This design comes from an exercise in tuning for small area, a short achievable clock period and few clock cycles per item on the open sky130 flow, not from production work. The RTL was checked by simulation tests, not by an equivalence proof against the original design.

// boothsalgo
module boothsalgo(clock, reset, signal_in, mcand, mplier, product, done_signal, addOP, subOP);
For scale: ~2100 cells after synthesis, roughly 140 I/O pins, roughly 0.017 mm² of cells after synthesis.
Settings: LEC_CHECK=0, ABC_AREA=0, CAP_MARGIN=20, CORE_MARGIN=2, CORE_UTILIZATION=40, SETUP_SLACK_MARGIN=2.0, SLEW_MARGIN=20; clock period 6.5 ns.
run.sh (not shown) runs the stock make flow with config.mk's settings and CLKGATE_MAP_FILE= SYNTH_SCRIPT=/design/flow/synth_recipe.tcl, a recipe that flattens the netlist after the stock synthesis.
Testbench counts at the start, summed over its fixed seeds: cycles 8,914, mults 3,200.
Rerun with:
--- a/flow/config.mk
+++ b/flow/config.mk
@@ -6,8 +6,7 @@
 export NUM_CORES = 4
 export LEC_CHECK = 0
-export ABC_AREA = 0
+export ABC_AREA = 1
 export CAP_MARGIN = 20
 export CORE_MARGIN = 2
 export CORE_UTILIZATION = 40
-export SETUP_SLACK_MARGIN = 2.0
 export SLEW_MARGIN = 20
Outcome: The new run produced a clean layout; first-iteration DRC count is lower by 28%; synthesized area went down by 9.9%; final cell count decreases by 3.5%; via count falls by 11%; core utilization falls by 4.6 points.

* * *

Another version of the RTL of boothsalgo (not shown whole).
For scale: about 2100 cells after synthesis, roughly 140 I/O pins, about 0.016 mm2 of cells after synthesis.
clock: 6.5 ns
lec_check: 0
abc_area: 1
cap_margin: 20
core_margin: 2
core_utilization: 40
setup_slack_margin: 3.0
slew_margin: 20
Testbench counts at the start, summed over its fixed seeds: cycles 8,914, mults 3,200.
Change:
SETUP_SLACK_MARGIN = 2.0   (was 3.0)
The new run produced a clean layout; global-route usage went down by 0.57 points; wire length went down by a few percent; design area went down by a little under a tenth; core utilization went down by 4.1 points; first-iteration DRC count went down by a little under a tenth.

* * *

Setup of alpha:
Another version of the RTL of boothsalgo (not shown whole).
Size in the first run: roughly 2100 cells after synthesis, roughly 150 flip-flops.
clock: 6.5 ns
lec_check: 0
abc_area: 1
cap_margin: 20
core_margin: 2
core_utilization: 40
setup_slack_margin: 2.8
slew_margin: 20
Testbench counts of alpha, summed over its fixed seeds: cycles 8,914, mults 3,200.
## Diff of input files: beta against alpha
diff --git a/flow/config.mk b/flow/config.mk
--- a/flow/config.mk
+++ b/flow/config.mk
@@ -12 +12 @@
-export SETUP_SLACK_MARGIN = 2.8
+export SETUP_SLACK_MARGIN = 2.0
[summary]
Compared with alpha, beta shows a utilization after layout that is 5.2 points lower. Delta (beta minus alpha): worst path required time decreased by 0.12 ns relative to the old numbers, transition time at the pin with the least slew margin rose by 0.011 ns. met2 layer wire length in the routed design for beta: about 6% down relative to alpha.
### beta -> gamma
diff --git a/flow/config.mk b/flow/config.mk
--- a/flow/config.mk
+++ b/flow/config.mk
@@ -11 +11 @@
-export CORE_UTILIZATION = 40
+export CORE_UTILIZATION = 60
==> run notes <==
In summary, gamma completed successfully, with a layout that passed the timing, design-rule and antenna checks.
beta | status: complete | timing, DRC, antenna: pass
In gamma the maximum number of pins on one net before global-route repair turned out 16 lower than in beta.
The buffers inserted during post-CTS setup optimization of gamma exceeds that of beta by 14.
Sort gamma and beta by wire length after detailed routing, ascending, and gamma comes first.
Comparing gamma and beta, the higher worst path buffer plus inverter count was measured on gamma.
For delta, these inputs were changed with respect to gamma:
diff --git a/flow/config.mk b/flow/config.mk
--- a/flow/config.mk
+++ b/flow/config.mk
@@ -11,2 +11,2 @@
-export CORE_UTILIZATION = 60
-export SETUP_SLACK_MARGIN = 2.0
+export CORE_UTILIZATION = 40
+export SETUP_SLACK_MARGIN = 2.4
==> run notes <==
- Largest net degree at the start of global routing for delta: about 4% down relative to gamma
- Of delta and gamma, gamma shows the lower non-clock buffer count, with delta above it.
- delta drops fewer vias than gamma.
- Post-layout minimum cycle time: higher on gamma

==> what the ideal ports hide <==
No port has a modelled driver above. Below, the same layouts with a new extraction and two added sets of constraints. Step 1 (the two cells are an assumption about what drives the block):
set clk [get_ports {clock}]
set_driving_cell -lib_cell sky130_fd_sc_hd__clkbuf_16 $clk
set_driving_cell -lib_cell sky130_fd_sc_hd__buf_2 [delete_from_list [all_inputs] $clk]
Step 2 adds t to the input delays and takes it off the output delays; t is the mean of the earliest and latest rising clock arrival at the registers after step 1. Input paths then give back, and output paths get back, about the clock's delay inside the block. Three values: ideal ports, drivers, drivers and shift; two values: the first two.
run	t, ns	setup slack, ns	hold slack, ns	clock arrival spread, ns	slew at the worst register clock pin (ns)
the first run of note 1	0.441	1.112 / 1.112 / 1.112	0.530 / 0.530 / 0.530	0.014 / 0.014	0.09 / 0.09
the second run of note 1	0.441	0.193 / 0.193 / 0.193	0.464 / 0.464 / 0.464	0.017 / 0.016	0.09 / 0.09
the first run of note 2	0.492	1.927 / 1.927 / 1.927	0.521 / 0.521 / 0.521	0.015 / 0.016	0.08 / 0.08
the second run of note 2	0.500	1.903 / 1.903 / 1.648	0.543 / 0.543 / 0.543	0.017 / 0.017	0.08 / 0.08
alpha	0.516	2.219 / 2.219 / 2.219	0.518 / 0.518 / 0.518	0.015 / 0.015	0.08 / 0.08
beta	0.519	2.117 / 2.089 / 1.695	0.517 / 0.517 / 0.517	0.038 / 0.038	0.10 / 0.10
gamma	0.498	1.915 / 1.915 / 1.766	0.539 / 0.539 / 0.539	0.018 / 0.018	0.08 / 0.08
delta	0.500	2.080 / 2.080 / 2.058	0.518 / 0.518 / 0.518	0.014 / 0.014	0.08 / 0.08
After both steps setup and hold are still met in every run listed. For beta, which loses most, drivers alone change the setup slack by -0.028 ns; drivers and shift together by -0.422 ns.
